This is an optimization exercise on Yosys and OpenROAD, whose aim is small area, not a production implementation. Only simulation tests tie the RTL to the original design; equivalence was not proved. No driver is modelled on the clock port, so clocking that relies on it looks cheaper here than on a real chip. Power is estimated from default activity; no workload was simulated.

--- design/flow/design.v ---
`timescale 1ns / 1ps
module top_uart (
    input wire clk,
    input wire reset,
    input wire rx,  
    output wire tx,  
    output wire rx_done_tick,  
    output wire tx_done_tick,  
    output wire fifo_full,  
    output wire fifo_empty  
);
    reg [4:0] bc;
    wire tick = (bc == 5'd27);
    always @(posedge clk or posedge reset)
        if (reset) bc <= 5'd0;
        else bc <= tick ? 5'd1 : bc + 5'd1;
    reg [7:0] rc;
    reg [7:0] rb;
    wire r_data = rc[7];
    wire r_ctrl = ~rc[7] & ~rc[6] & rc[4];
    assign rx_done_tick = r_ctrl & ~rc[0];
    always @(posedge clk or posedge reset)
        if (reset) rc <= 8'h11;
        else if (r_ctrl) rc <= rx ? 8'h11 : 8'h78;
        else if (tick) rc <= rc + 8'd1;
    always @(posedge clk)
        if (tick & r_data & (rc[3:0] == 4'hF)) rb <= {rx, rb[7:1]};
    reg [7:0] tc;
    reg [7:0] tb;
    wire t_ctrl = tc[7] & tc[5];
    wire t_start = (tc[7:4] == 4'h0);
    wire pop = t_ctrl & tc[1] & tc[0];
    assign tx_done_tick = t_ctrl & ~tc[1] & ~tc[0];
    assign tx = t_start ? 1'b0 : (tc[7] & (tc[5] | tc[4])) ? 1'b1 : tb[tc[6:4]];
    wire t_inc = t_ctrl ? (tc[1] | ~tc[0] | ~fifo_empty) : tick;
    always @(posedge clk or posedge reset)
        if (reset) tc <= 8'hA1;
        else if (pop) tc <= 8'h00;
        else if (t_inc) tc <= tc + 8'd1;
    reg [3:0] wp, rp;      
    reg last_wr;           
    reg pend;              
    reg [7:0] ring [0:15];
    wire eq = (wp == rp);
    assign fifo_empty = eq & ~last_wr;
    assign fifo_full = eq & last_wr;
    wire wr = rx_done_tick & ~fifo_full;
    wire wr_now = pend & (wp == 4'd1) & ~(fifo_full & t_start);
    wire [7:0] ring_in = wr_now ? rb : ring[0];
    always @(posedge clk or posedge reset)
        if (reset) begin
            wp <= 4'd0;
            rp <= 4'd0;
            last_wr <= 1'b0;
            pend <= 1'b0;
        end else begin
            wp <= wp - {3'd0, ~wr};
            rp <= rp - {3'd0, ~pop};
            if (wr != pop) last_wr <= wr;
            pend <= wr | (pend & ~wr_now);
        end
    integer i;
    always @(posedge clk) begin
        for (i = 0; i < 15; i = i + 1) ring[i] <= ring[i + 1];
        ring[15] <= ring_in;
    end
    always @(posedge clk)
        if (t_start & (rp == 4'd1)) tb <= {ring_in[6:0], ring_in[7]};
endmodule
--- design/flow/flow/run.sh ---
#!/bin/bash
# The standard layout (standard.sh: ORFS from synthesis to the final layout) with:
#  - synthesis: the standard flow's script (flow/synth_own.tcl), but ABC maps the logic once with each
#    script in flow/abc/ and keeps the smallest mapping, and Yosys does not map adders to
#    half/full-adder cells first (ADDER_MAP_FILE empty), which leaves that logic to ABC too;
#  - port buffers: sky130_fd_sc_hd__buf_1 on every input and output;
#  - clock tree: clkbuf_8 buffers and no dummy loads.
# make's full output goes to make_finish.log; each ORFS step keeps its own log under orfs/logs.
set -euo pipefail
W=$(pwd)
OWN_ABC_SCRIPTS=""
for f in "$W"/flow/abc/*.script; do OWN_ABC_SCRIPTS="$OWN_ABC_SCRIPTS $f"; done
export OWN_ABC_SCRIPTS
bash standard.sh \
  "SYNTH_SCRIPT=$W/flow/synth_own.tcl" \
  "ADDER_MAP_FILE=" \
  "BUFFER_PORTS_ARGS=-buffer_cell sky130_fd_sc_hd__buf_1" \
  "CTS_ARGS=-sink_clustering_enable -repair_clock_nets -buf_list sky130_fd_sc_hd__clkbuf_8 -dont_use_dummy_load" \
  finish > make_finish.log 2>&1
--- design/flow/flow/abc/a12.script ---
strash
dc2
dc2
dch -f
amap
topo
--- design/flow/flow/abc/a13.script ---
strash
ifraig
dc2
dch -f
amap
topo
--- design/flow/flow/abc/a14.script ---
&get -n
&st
&syn2
&synch2
&put
dch -f
amap
topo
--- design/flow/flow/abc/a16.script ---
strash
dc2
dch -f
amap
strash
dch -f
amap
topo
--- design/flow/flow/abc/a2.script ---
&get -n
&st
&dch
&nf
&st
&syn2
&if -g -K 6
&synch2
&nf
&st
&syn2
&if -g -K 6
&synch2
&nf
&st
&syn2
&if -g -K 6
&synch2
&nf
&st
&syn2
&if -g -K 6
&synch2
&nf
&st
&syn2
&if -g -K 6
&synch2
&nf
&st
&dch -f
&nf -a
&put
--- design/flow/flow/abc/a8.script ---
&get -n
&st
&dch -f
&nf -a -R 1000
&st
&syn3
&dch -f
&nf -a -R 1000
&put
--- design/flow/flow/abc/a9.script ---
strash
dc2
dch -f
amap
topo
--- design/flow/flow/synth_own.tcl ---
# The standard synthesis script (synth_recipe.tcl), with one change: the logic is mapped by
# ABC once with each of the scripts in OWN_ABC_SCRIPTS, and the mapping with the smallest cell
# area is kept (ORFS's own script maps it once with abc_speed.script).
proc synth {args} { yosys synth -nofsm -noshare {*}$args }
proc my_own_area {} {
  set f $::env(RESULTS_DIR)/own_abc_stat.txt
  yosys tee -q -o $f stat -liberty [lindex $::env(LIB_FILES) 0]
  set fh [open $f r]; set t [read $fh]; close $fh
  if { ![regexp {Chip area for module[^:]*:\s*([0-9.]+)} $t -> a] } { error "no area in stat output" }
  return $a
}
proc abc {args} {
  set i [lsearch -exact $args -script]
  if { $i < 0 } { yosys abc {*}$args; return }
  yosys design -save own_pre_abc
  set best ""
  set best_area 0
  foreach sc $::env(OWN_ABC_SCRIPTS) {
    yosys design -load own_pre_abc
    lset args [expr {$i + 1}] $sc
    if { [catch { yosys abc {*}$args } msg] } {
      puts "OWN_ABC: $sc failed: $msg"
      continue
    }
    set a [my_own_area]
    puts "OWN_ABC: $sc area $a"
    if { $best eq "" || $a < $best_area } { set best $sc; set best_area $a }
  }
  puts "OWN_ABC: keeping $best (area $best_area)"
  yosys design -load own_pre_abc
  lset args [expr {$i + 1}] $best
  yosys abc {*}$args
}
source $::env(SCRIPTS_DIR)/synth.tcl
# left out here: clear keep_hierarchy, flatten, clean up, hide names made inside functions, write 1_2_yosys.v
--- design/flow/standard.sh ---
#!/bin/bash
# synth_recipe.tcl (not shown) runs the flow's synth.tcl, then flattens the netlist and writes it again
# the make line also repeats each setting of config.mk as NAME=value (left out here)
make -C /OpenROAD-flow-scripts/flow DESIGN_CONFIG=/design/flow/config.mk WORK_HOME=/design/flow/orfs CLKGATE_MAP_FILE= SYNTH_SCRIPT=/design/flow/synth_recipe.tcl "${@:-finish}"
--- design/flow/config.mk ---
export PLATFORM = sky130hd
export DESIGN_NAME = top_uart
export DESIGN_NICKNAME = top_uart
export VERILOG_FILES = /design/flow/design.v
export SDC_FILE = /design/flow/constraint.sdc
export NUM_CORES = 4
export LEC_CHECK = 0
export CAP_MARGIN = 20
export CORE_MARGIN = 2
export CORE_UTILIZATION = 40
export SLEW_MARGIN = 20
--- design/flow/constraint.sdc ---
create_clock -name core_clock -period 10.0 [get_ports {clk}]
set_input_delay 2.0000 -clock core_clock [delete_from_list [all_inputs] [get_ports {clk}]]
set_output_delay 2.0000 -clock core_clock [all_outputs]
set_load 0.01 [all_outputs]
==> results.txt, run 1 <==
RSZ-0062 raised after global routing no; # DRC 0; Simple-Gate Fraction of Synth Area 7.14%; reg-to-reg setup timing slack 6.71 ns; Syn Inst Count 319; P_int 0.000860 W; Distinct cells, synth 27; synth warn 2; Post-Synth Adder-Cell Area 0%; Root Driver clkbuf_8; pre-CTS setup slack 6.13 ns; largest cells by area after synthesis dfxtp_1 (56%), dfrtp_1 (14%), edfxtp_1 (11%); Initial Util 41.5%; placed cell areas 4770 um2; clock latency on the worst-skew pair 0.43 ns; combinational share of power less than 1%; worst setup margin around 5.7 ns; Fillers 991; core footprint 10900 um2; Vias 2185; CTS clock-pin slew for the worst setup and hold paths 0.09 ns; setup bufs post-CTS 0; first-pass GRT wire length 9890 um; Antenna Nets Post-Route 0; Synth Area in Compound Gates 6.53%; Initial DRT Pass Iterations 4; crit-path max FO 7; largest net degree at the start of global routing 21; crit-path max cell delay 0.61 ns; worst r2r dst tb[2]$_DFFE_PP_; final WL 5730 um; hold endpoint ring[7][2]$_DFF_P_; Post-Synth XOR/XNOR Area 0%; Synth Flop Type dfxtp_1; hold_buf cts 0; LEAKAGE 1.90 nW; status finished clean; worst slew pin tran 0.847 ns; WP data arrival between 2 and 2.5 ns; Peak Freq 233 MHz; Fin. Hold Viols 0; H-tree depth 4; CTS Buf Count 17; drt via density between 4 and 5; worst hold start ring[8][2]$_DFF_P_; Final Net Count 349; non-filler instance count after layout 484; post-route cell area 5010 um2; post-route setup TNS 0 ns; clock buffer depth 2; Net Sw Frac about 19%; peak supply drop between 0.0001 and 0.00015 V; min cycle time layout 4.28 ns; Post-synth ARST share 17.7%; Die W 111 um; Slew Limit Fails 0; Congestion Overflow GR 0; part of the cycle the worst path needs 42.8%; max_slew headroom 43.5%; sequential power share between 60% and 70%; cell mode on critical path clkinv_1; vias in the first global route 2134; CTS tree done; Cell Count Post-Placement roughly 470; largest area contributor in the netlist dfxtp_1; Final setup viols 0; Critical Path Start rc[4]$_DFFE_PP1P_; CTS resizes 0; max cap viols 0; net count after synthesis roughly 320; worst path required time about 8.0 ns; flops & latches, synth 175; ratio of cells with drive above 1 in the final layout under 10%; area grow syn2layout 10.3%; CP max stage cell nor3_1; GRT Resource Usage Total 10.5%; Iteration-0 DRC Markers 117; IO Pins 8; mux share of post-synthesis cell area 0%; worst setup path class flip-flop to primary output; GP Congestion a little under 0.8; Cell Area, Synth around 4500 um2; Avg Inst Size Synth 14.2 um2; hold path depth 0; most frequent cells in the layout dfxtp_1 (128), nor2_1 (37), dfrtp_1 (26); per-cell routed wire length 11.8 um; Die Ht 111 um; Post-synth EDFFs 16; # rows 38; crit path cell chain clkinv_1, nor3_1, clkinv_1, nor2_1, buf_1; most common cell after layout, fill and taps aside dfxtp_1; Startpoint Class flip-flop; Power Dens Cells between 200 and 250 nW/um2; clk sinks 175; Setup crit end kind primary output; top cell type's share of synthesized area 56.4%; clock skew 0.0285 ns; worst r2r path cells 8; Min-Delay Path Class flip-flop to flip-flop; # diodes 0; P_sw around 0.0002 W; largest family of logic cells by synthesized area simple AND/OR/NAND/NOR gates; fraction of the yosys area taken by sequential cells a little over four fifths; initial antenna violation count 0; I/O Buffers 7; fin util about 46%; hpwl dp 3650 um; die area 12200 um2; Clk pwr share 32.5%; worst flop-to-flop path startpoint rp[3]$_DFF_PP0_
## per-layer routing
| metal | share of wire (%) | vias up | GRT usage, % |
|---|---|---|---|
| met5 | 0 | - | 0 |
| met4 | 1.5 | 0 | 6.00 |
| met3 | 3.6 | 6 | 4.50 |
| met2 | 42 | 26 | 13.8 |
| met1 | 53 | 1050 | 14.2 |
| li1 | - | 1103 | - |
## synthesized netlist by cell type, drive strengths merged, types with 2 or more instances
cell / instances
o221ai: 2
clkinv: 25
and3: 3
dfxtp: 128
nor2b: 2
o21ai: 12
o31ai: 2
nand3: 6
and2: 4
a21oi: 6
nand2: 15
nor2: 37
nor3: 7
dfrtp: 26
a211oi: 2
dfstp: 5
a21o: 2
o22ai: 4
edfxtp: 16
o22a: 8
## critical path: cells and delay by family (launching register included)
family,cells,cell delay (ns)
flops,1,0.51
buf+inv,3,0.50
simple gates,2,0.86
## state kept, by name, summed over array words and instances, names as in the netlist
signal	cells
ring	128
bc	5
wp	4
pend	1
tc	8
rb	8
tb	8
last_wr	1
rp	4
rc	8
## through the flow
step           hold WS [ns]  total power, W
6_report              0.314         0.00106
5_1_grt               0.319         0.00110
4_1_cts               0.318         0.00107
3_5_place_dp          0.312        0.000729
3_3_place_gp          0.310        0.000727
2_1_floorplan         0.310        0.000726
## power groups by stage
stage | sequential [W] | combinational, W | clock [W]
6_report | 0.000709 | 0.00000468 | 0.000343
5_1_grt | 0.000708 | 0.00000549 | 0.000389
4_1_cts | 0.000708 | 0.00000493 | 0.000359
3_5_place_dp | 0.000724 | 0.00000492 | 0
3_3_place_gp | 0.000724 | 0.00000359 | 0
2_1_floorplan | 0.000724 | 0.00000239 | 0
## layout make-up
class	instances	area, um2	area share, %
clock buffers	17	234	4.67
inverters	25	93.8	1.87
multi-input cells	119	626	12.5
flip-flops and latches	175	3820	76.4
well taps	140	175	3.50
repair buffers	8	53.8	1.07
## cells by family (layout without fill, tap and decap cells)
kind of cell | count (synthesis) | count (layout)
AOI/OAI and AO/OA | 44 | 44
buffers and inverters | 25 | 50
and+or+nand+nor | 75 | 75
DFF | 175 | 175
## worst max path at each step
stage,end,depth (start not counted)
floorplan,rx_done_tick,4
CTS,rx_done_tick,5
global placement,rx_done_tick,5
global route,rx_done_tick,5
detailed placement,rx_done_tick,5
finish,rx_done_tick,5
==> inputs of run 2 (changes only) <==
--- a/design/flow/flow/run.sh
+++ b/design/flow/flow/run.sh
@@ -5,5 +5,7 @@
 #    half/full-adder cells first (ADDER_MAP_FILE empty), which leaves that logic to ABC too;
 #  - port buffers: sky130_fd_sc_hd__buf_1 on every input and output;
-#  - clock tree: clkbuf_8 buffers and no dummy loads.
+#  - clock tree: clkbuf_8 buffers and no dummy loads; then (flow/downsize_clock.tcl, run at the
+#    end of the CTS step) each clock buffer is made as small as it can be while every flip-flop
+#    clock pin's slew, estimated from placement, stays at or under 120 ps.
 # make's full output goes to make_finish.log; each ORFS step keeps its own log under orfs/logs.
 set -euo pipefail
@@ -12,4 +14,5 @@
 for f in "$W"/flow/abc/*.script; do OWN_ABC_SCRIPTS="$OWN_ABC_SCRIPTS $f"; done
 export OWN_ABC_SCRIPTS
+export OWN_CLK_SLEW=0.120
 bash standard.sh \
   "SYNTH_SCRIPT=$W/flow/synth_own.tcl" \
@@ -17,3 +20,4 @@
   "BUFFER_PORTS_ARGS=-buffer_cell sky130_fd_sc_hd__buf_1" \
   "CTS_ARGS=-sink_clustering_enable -repair_clock_nets -buf_list sky130_fd_sc_hd__clkbuf_8 -dont_use_dummy_load" \
+  "POST_CTS_TCL=$W/flow/downsize_clock.tcl" \
   finish > make_finish.log 2>&1
==> design/flow/flow/downsize_clock.tcl (new file) <==
# Clock-tree buffer downsizing, run after CTS (POST_CTS_TCL): each clock buffer is set to the
# smallest of clkbuf_2, clkbuf_4 and its own cell with which every flip-flop clock pin's
# slew, estimated from placement, stays under OWN_CLK_SLEW (ns).
set own_limit [expr {[info exists ::env(OWN_CLK_SLEW)] ? $::env(OWN_CLK_SLEW) : 0.120}]
proc own_clk_max_slew {} {
  set m 0
  foreach p [get_pins -hierarchical */CLK] {
    foreach prop {slew_max_rise slew_max_fall} {
      set s [get_property $p $prop]
      if { $s > $m } { set m $s }
    }
  }
  return $m
}
estimate_parasitics -placement
puts "OWN_CTS: max flip-flop clock slew before [own_clk_max_slew]"
set own_bufs {}
foreach inst [get_cells *] {
  set ref [get_property $inst ref_name]
  if { [string match sky130_fd_sc_hd__clkbuf_* $ref] } { lappend own_bufs $inst }
}
# leaves first (they drive flip-flops), the root last
set own_bufs [lsort -command {apply {{a b} {
  set ra [string match *clkbuf_0_* [get_full_name $a]]
  set rb [string match *clkbuf_0_* [get_full_name $b]]
  expr {$ra - $rb}
}}} $own_bufs]
foreach inst $own_bufs {
  set orig [get_property $inst ref_name]
  foreach cand {sky130_fd_sc_hd__clkbuf_2 sky130_fd_sc_hd__clkbuf_4} {
    if { $cand eq $orig } { break }
    replace_cell $inst $cand
    estimate_parasitics -placement
    if { [own_clk_max_slew] <= $own_limit } {
      puts "OWN_CTS: [get_full_name $inst] $orig -> $cand"
      set orig ""
      break
    }
    replace_cell $inst $orig
    estimate_parasitics -placement
  }
}
puts "OWN_CTS: max flip-flop clock slew after [own_clk_max_slew]"
==> run 2 against run 1 <==
Compared with the run above:
- first-iteration DRC count down 21%
- design area down 1.7%
- global-route usage about the same
- sequential power about the same
- wire length down 0.10%
- clock skew up 0.019 ns
- setup slack worse by 0.11 ns
- sequential cell count unchanged
- power down 5.9%
- count of clock-buffer cells in the layout unchanged
- core utilization down 0.77 points
- critical path type unchanged
- highest routed layer unchanged
==> results.txt, run 2 <==
initial antenna violation count 0 (unchanged); most frequent cells in the layout dfxtp_1 (128), nor2_1 (37), dfrtp_1 (26); I/O Buffers 7 (unchanged); Power Dens Cells 202 nW/um2 (-4.3%); clk sinks 175 (unchanged); die area 12200 um2 (unchanged); placed cell areas 4770 um2 (unchanged); top cell type's share of synthesized area 56.4% (unchanged); count leader, synth dfxtp_1; # diodes 0 (unchanged); worst path required time 8.00 ns (about the same); Cell Area, Synth 4540 um2 (unchanged); Distinct cells, synth 27 (unchanged); per-cell routed wire length 11.8 um (-0.10%); Vias 2162 (-1.1%); P_int 0.000802 W (-6.7%); Post-synth ARST share 17.7% (unchanged); Clk pwr share 28.3% (-4.2 points); status finished clean; list of most frequent post-synthesis cells dfxtp_1 (128), nor2_1 (37), dfrtp_1 (26); hpwl dp 3650 um (unchanged); Setup crit end kind primary output; worst slew pin tran 0.850 ns (+0.00218 ns); Synth Flop Type dfxtp_1; Die Ht 111 um (unchanged); LEAKAGE 1.86 nW (-1.8%); clock skew 0.0475 ns (+0.0190 ns); post-route cell area 4920 um2 (-1.7%); max_slew headroom 43.3% (-0.15 points); GRT Resource Usage Total 10.5% (+0.024 points); fin util 45.0% (-0.77 points); crit-path max FO 7 (unchanged); Fin. Hold Viols 0 (unchanged); Net Sw Frac 19.3% (+0.71 points); WP data arrival 2.40 ns (+0.12 ns); CTS tree done; largest cells by area after synthesis dfxtp_1 (56%), dfrtp_1 (14%), edfxtp_1 (11%); combinational share of power 0.5% (about the same); # rows 38 (unchanged); part of the cycle the worst path needs 44.0% (+1.1 points); Final setup viols 0 (unchanged); net count after synthesis 322 (unchanged); # DRC 0 (unchanged); flops & latches, synth 175 (unchanged); Peak Freq 227 MHz (-2.6%); Initial Util 41.5% (unchanged); vias in the first global route 2120 (-0.66%); max reg flops 128 (unchanged); peak supply drop 0.000116 V (-5.4%); fraction of the yosys area taken by sequential cells 84.3% (unchanged); largest net degree at the start of global routing 21 (unchanged); CTS clock-pin slew for the worst setup and hold paths 0.12 ns (+0.03 ns); RSZ-0062 raised after global routing no; clock latency on the worst-skew pair 0.52 ns (+0.09 ns); Iteration-0 DRC Markers 92 (-21%); Min-Delay Path Class flip-flop to flip-flop; post-route setup TNS 0 ns (unchanged); Startpoint Class flip-flop; Die W 111 um (unchanged); synth warn 2 (unchanged); most common cell after layout, fill and taps aside dfxtp_1; drt via density 4.47 (-1.1%); Syn Inst Count 319 (unchanged); Slew Limit Fails 0 (unchanged); Post-synth EDFFs 16 (unchanged); GP Congestion 0.786 (unchanged); Biggest register ring; Antenna Nets Post-Route 0 (unchanged); area grow syn2layout 8.46%; min cycle time layout 4.40 ns (+0.112 ns); largest area contributor in the netlist dfxtp_1; P_sw 0.000192 W (-2.3%); core footprint 10900 um2 (unchanged); ratio of cells with drive above 1 in the final layout 6.98% (unchanged); sequential power share 71.2% (+4.1 points); Final Net Count 349 (unchanged); worst setup path class flip-flop to primary output; final WL 5730 um (-0.10%); Total Power 0.000994 W (-5.9%); Avg Inst Size Synth 14.2 um2 (unchanged); IO Pins 8 (unchanged); Congestion Overflow GR 0 (unchanged); max cap viols 0 (unchanged); first-pass GRT wire length 9890 um (unchanged); Initial DRT Pass Iterations 4 (unchanged)
-- run 2: power by group through the flow --
stage                     clock [W]  sequential [W]  combinational, W
after floorplan                   0        0.000724        0.00000239
after global placement            0        0.000724        0.00000359
after detailed placement          0        0.000724        0.00000492
after global routing       0.000324        0.000709        0.00000549
final                      0.000281        0.000708        0.00000469
-- run 2: final timing paths --
check	start	to	slack [ns]	depth (start not counted)
max	rc[4]$_DFFE_PP1P_	rx_done_tick	5.60	5
min	ring[6][1]$_DFF_P_	ring[5][1]$_DFF_P_	0.30	0
max reg2reg	wp[3]$_DFF_PP0_	tb[3]$_DFFE_PP_	6.67	8
min reg2reg	ring[6][1]$_DFF_P_	ring[5][1]$_DFF_P_	0.30	0
max in group asynchronous	reset	rc[4]$_DFFE_PP1P_	8.07	3
min in group asynchronous	reset	bc[0]$_DFF_PP0_	1.42	2
-- run 2: cell families (layout without fill, tap and decap cells) --
logic type,count (synthesis),count (layout),synth area share (%)
flops,175,175,84.3
simple gates,75,75,7.14
buf+inv,25,50,2.07
compound gates,44,44,6.53
-- run 2: final cells by class --
class	count	area (um2)
sequential	175	3820
multi-input combinational	119	626
inverter	25	93.8
clock buffer	17	150
timing repair buffer	8	53.8
tap	140	175
fill	1008	6010
-- run 2: metal layers --
layer / routed length, um / part of all wire (%) / global-route usage, % / vias to the layer above
met5: 0 / 0 / 0 / -
met4: 108 / 1.9 / 6.00 / 0
li1: - / - / - / 1104
met3: 217 / 3.8 / 4.67 / 9
met2: 2310 / 40 / 13.7 / 22
met1: 3090 / 54 / 14.3 / 1027
-- run 2: through the flow --
step                worst slack [ns]  std cells  hold slack (ns)
floorplan                       6.50        319            0.310
global placement                6.20        466            0.310
detailed placement              6.13        467            0.312
global route                    5.30        484            0.303
finish                          5.60        484            0.300
-- run 2: worst max-delay path, cell delays in order (launching register included) --
cell      delay [ns]
dfstp_2         0.52
clkinv_1        0.08
nor3_1          0.62
clkinv_1        0.24
nor2_1          0.25
buf_1           0.18
==> inputs of run 3 (changes only) <==
--- a/design/flow/design.v
+++ b/design/flow/design.v
@@ -11,8 +11,8 @@
 );
     reg [4:0] bc;
-    wire tick = (bc == 5'd27);
+    wire tick = (bc == 5'd6);
     always @(posedge clk or posedge reset)
         if (reset) bc <= 5'd0;
-        else bc <= tick ? 5'd1 : bc + 5'd1;
+        else bc <= tick ? 5'd1 : {bc[3:0], ~(bc[4] ^ bc[2])};
     reg [7:0] rc;
     reg [7:0] rb;
--- a/design/flow/flow/run.sh
+++ b/design/flow/flow/run.sh
@@ -5,4 +5,6 @@
 #    half/full-adder cells first (ADDER_MAP_FILE empty), which leaves that logic to ABC too;
 #  - port buffers: sky130_fd_sc_hd__buf_1 on every input and output;
+#  - before the post-placement repair, high-fanout inv_1 cells become inv_2 (same size, twice
+#    the drive; flow/upsize_inverters.tcl);
 #  - clock tree: clkbuf_8 buffers and no dummy loads; then (flow/downsize_clock.tcl, run at the
 #    end of the CTS step) each clock buffer is made as small as it can be while every flip-flop
@@ -20,4 +22,5 @@
   "BUFFER_PORTS_ARGS=-buffer_cell sky130_fd_sc_hd__buf_1" \
   "CTS_ARGS=-sink_clustering_enable -repair_clock_nets -buf_list sky130_fd_sc_hd__clkbuf_8 -dont_use_dummy_load" \
+  "PRE_RESIZE_TCL=$W/flow/upsize_inverters.tcl" \
   "POST_CTS_TCL=$W/flow/downsize_clock.tcl" \
   finish > make_finish.log 2>&1
==> design/flow/flow/upsize_inverters.tcl (new file) <==
# Run before the post-placement repair (PRE_RESIZE_TCL): an inv_1 or clkinv_1 that drives more
# than 12 pins (the inverted reset, for one) becomes an inv_2, a cell of the same size with twice
# the drive, so that repair_design does not need a large buffer on its net.
foreach inst [get_cells *] {
  set ref [get_property $inst ref_name]
  if { $ref ne "sky130_fd_sc_hd__inv_1" && $ref ne "sky130_fd_sc_hd__clkinv_1" } { continue }
  set out [get_pins -of_objects $inst -filter "direction == output"]
  set net [get_nets -of_objects $out]
  set fanout [llength [get_pins -of_objects $net -filter "direction == input"]]
  if { $fanout > 12 } {
    puts "OWN_INV: [get_full_name $inst] $ref -> sky130_fd_sc_hd__inv_2 (fanout $fanout)"
    replace_cell $inst sky130_fd_sc_hd__inv_2
  }
}
==> run 3 against run 2 <==
Compared with the run above:
- sequential cell count is the same
- non-clock buffer count shrank 1
- wire length grew 2.2%
- clock skew shrank 0.0032 ns
- global-route usage grew 0.30 points
- first-iteration DRC count grew 100%
- critical endpoint unchanged
==> results.txt, run 3 <==
most common cell after layout, fill and taps aside dfxtp_1; post-route setup TNS 0 ns (unchanged); metal2 WL 2420 um (+4.6%); Total Power 0.000994 W (about the same); # diodes 0 (unchanged); Syn Inst Count 313 (-1.9%); Distinct cells, synth 28 (+3.7%); largest net degree at the start of global routing 32 (+52%); CTS clock-pin slew for the worst setup and hold paths 0.12 ns (about the same); Slew Limit Fails 0 (unchanged); clock skew 0.0443 ns (-0.00316 ns); largest cells by area after synthesis dfxtp_1 (57%), dfrtp_1 (14%), edfxtp_1 (11%); synth warn 2 (unchanged); net count after synthesis 316 (-1.9%); most frequent cells in the layout dfxtp_1 (128), nor2_1 (30), clkinv_1 (28); final WL 5850 um (+2.2%); Startpoint Class flip-flop; fraction of the yosys area taken by sequential cells 84.4% (+0.16 points); hpwl dp 3750 um (+2.9%); peak supply drop 0.0000982 V (-15%); uppermost layer routed met4; core footprint 10900 um2 (unchanged); worst setup path class flip-flop to primary output; # DRC 0 (unchanged); I/O Buffers 7 (unchanged); IO Pins 8 (unchanged); worst flop-to-flop path startpoint wp[3]$_DFF_PP0_; WP data arrival 2.23 ns (-0.17 ns); clk sinks 175 (unchanged); worst slew pin tran 0.805 ns (-0.0447 ns); part of the cycle the worst path needs 42.3% (-1.6 points); min cycle time layout 4.23 ns (-0.163 ns); Vias 2167 (+0.23%); DR WL met3 221 um (+1.8%); Die Ht 110 um (about the same); area of the multi-input gates 594 um2 (-5.0%); GP Congestion 0.761 (-3.1%); worst hold start ring[6][6]$_DFF_P_; Cell Area, Synth 4530 um2 (-0.19%); largest area contributor in the netlist dfxtp_1; Iteration-0 DRC Markers 185 (+100%); clock latency on the worst-skew pair 0.52 ns (about the same); max cap viols 0 (unchanged); Antenna Nets Post-Route 0 (unchanged); CTS tree done; Setup crit end kind primary output; Synth Flop Type dfxtp_1; Post-synth ARST share 17.7% (unchanged); list of most frequent post-synthesis cells dfxtp_1 (128), nor2_1 (30), clkinv_1 (29); worst path required time 8.00 ns (about the same); Min-Delay Path Class flip-flop to flip-flop; max reg flops 128 (unchanged); Fillers 977 (-3.1%); Biggest register ring; # rows 38 (unchanged); vias in the first global route 2143 (+1.1%); flops & latches, synth 175 (unchanged); drt via density 4.56 (+2.1%); Final Net Count 340 (-2.6%); die area 12200 um2 (-0.19%); count leader, synth dfxtp_1; status finished clean; area grow syn2layout 7.71%; ratio of cells with drive above 1 in the final layout 7.16% (+0.19 points); Congestion Overflow GR 0 (unchanged); GRT Resource Usage Total 10.8% (+0.30 points); per-cell routed wire length 12.3 um (+4.2%); top cell type's share of synthesized area 56.6% (+0.11 points); Initial DRT Pass Iterations 4 (unchanged); crit-path max FO 6 (-1); Power Dens Cells 204 nW/um2 (+0.92%); Post-Route M1 WL 3080 um (-0.29%); first-pass GRT wire length 10200 um (+3.1%); Initial Util 41.4% (-0.080 points); RSZ-0062 raised after global routing no; Avg Inst Size Synth 14.5 um2 (+1.7%); Fin. Hold Viols 0 (unchanged); Die W 110 um (about the same); FF/Latch Area 3820 um2 (unchanged); Final setup viols 0 (unchanged); max_slew headroom 46.3% (+3.0 points); LEAKAGE 1.84 nW (-1.1%); Peak Freq 236 MHz (+3.9%); Critical Path Start rc[4]$_DFFE_PP1P_; Post-synth EDFFs 16 (unchanged); initial antenna violation count 0 (unchanged)
## run 3: cell count changes after synthesis, moves of 3 or more
| cell | previous run | this run |
|---|---|---|
| nand2_1 | 15 | 9 |
| nor2_1 | 37 | 30 |
| nor3_1 | 7 | 11 |
| a31o_1 | 0 | 3 |
| o21ai_0 | 12 | 8 |
| clkinv_1 | 25 | 29 |
## run 3: critical path, stage by stage, from the launching register on
cell and delay (ns):
dfstp_2 0.53, clkinv_1 0.08, nor3_1 0.42, clkinv_1 0.28, nor2_1 0.24, buf_1 0.18
## run 3: metal layers
| metal | vias up | global-route usage [%] |
|---|---|---|
| li1 | 1080 | - |
| met4 | 0 | 7.67 |
| met1 | 1034 | 14.7 |
| met2 | 36 | 14.5 |
| met3 | 17 | 3.35 |
| met5 | - | 0 |
## run 3: through the flow
step | hold WS (ns) | utilization (%) | area [um2] | instances | worst slack [ns]
final | 0.304 | 44.6 | 4880 | 475 | 5.77
after global routing | 0.298 | 44.6 | 4880 | 475 | 5.50
after detailed placement | 0.312 | 43.2 | 4720 | 458 | 6.31
after global placement | 0.310 | 43.2 | 4720 | 458 | 6.41
after floorplan | 0.310 | - | 4530 | 313 | 6.60
## run 3: final cells by class
class	instances	share of cell area, %
multi-input combinational	107	12.2
inverter	29	2.23
clock buffer	17	3.08
sequential	175	78.4
timing repair buffer	7	0.538
tap	140	3.59
## run 3: cell families (layout without fill, tap and decap cells)
logic type | after synthesis | count (layout) | synth area share [%]
and+or+nand+nor | 65 | 65 | 6.41
AOI/OAI and AO/OA | 42 | 42 | 6.60
DFF | 175 | 175 | 84.4
buffers and inverters | 31 | 53 | 2.57
## run 3: final timing paths
check / endpoint / depth (start not counted) / slack (ns)
setup reg to reg: tb[7]$_DFFE_PP_ / 10 / 6.67
min in group asynchronous: rp[0]$_DFF_PP0_ / 2 / 1.55
max in group asynchronous: wp[2]$_DFF_PP0_ / 2 / 8.01
setup / recovery: rx_done_tick / 5 / 5.77
hold / removal: ring[5][6]$_DFF_P_ / 0 / 0.30
hold reg to reg: ring[5][6]$_DFF_P_ / 0 / 0.30
## run 3: power by group
| group | switching, W | total (W) | internal [W] |
|---|---|---|---|
| combinational | 0.00000329 | 0.00000448 | 0.00000118 |
| sequential | 0.000000594 | 0.000709 | 0.000708 |
| clock | 0.000188 | 0.000281 | 0.0000929 |

[separate check: timing with driven ports]
In the flow no input, the clock included, has a driving cell. The finished layouts below were timed again as built, in two steps.
Step 1 (the two cells are an assumption about what drives the block):
set clk [get_ports {clk}]
set_driving_cell -lib_cell sky130_fd_sc_hd__clkbuf_16 $clk
set_driving_cell -lib_cell sky130_fd_sc_hd__buf_2 [delete_from_list [all_inputs] $clk]
Step 2 times the ports against the registers' clock, not the clock port: input delays grow and output delays shrink by t, the midpoint of the rising clock arrivals with the driver on.
a / b / c = ideal / step 1 / step 2; a / b = the first two.
run	t, ns	setup slack, ns	worst setup path after step 2	worst register clock-pin slew, ns	worst slew at a driven data input, ns
run 1	0.445	5.717 / 5.685 / 6.130	register to output	0.09 / 0.09	0.03
run 2	0.529	5.604 / 5.575 / 6.104	register to output	0.12 / 0.12	0.03
run 3	0.525	5.768 / 5.739 / 6.264	register to output	0.12 / 0.12	0.03
After both steps every run listed still meets setup and hold.
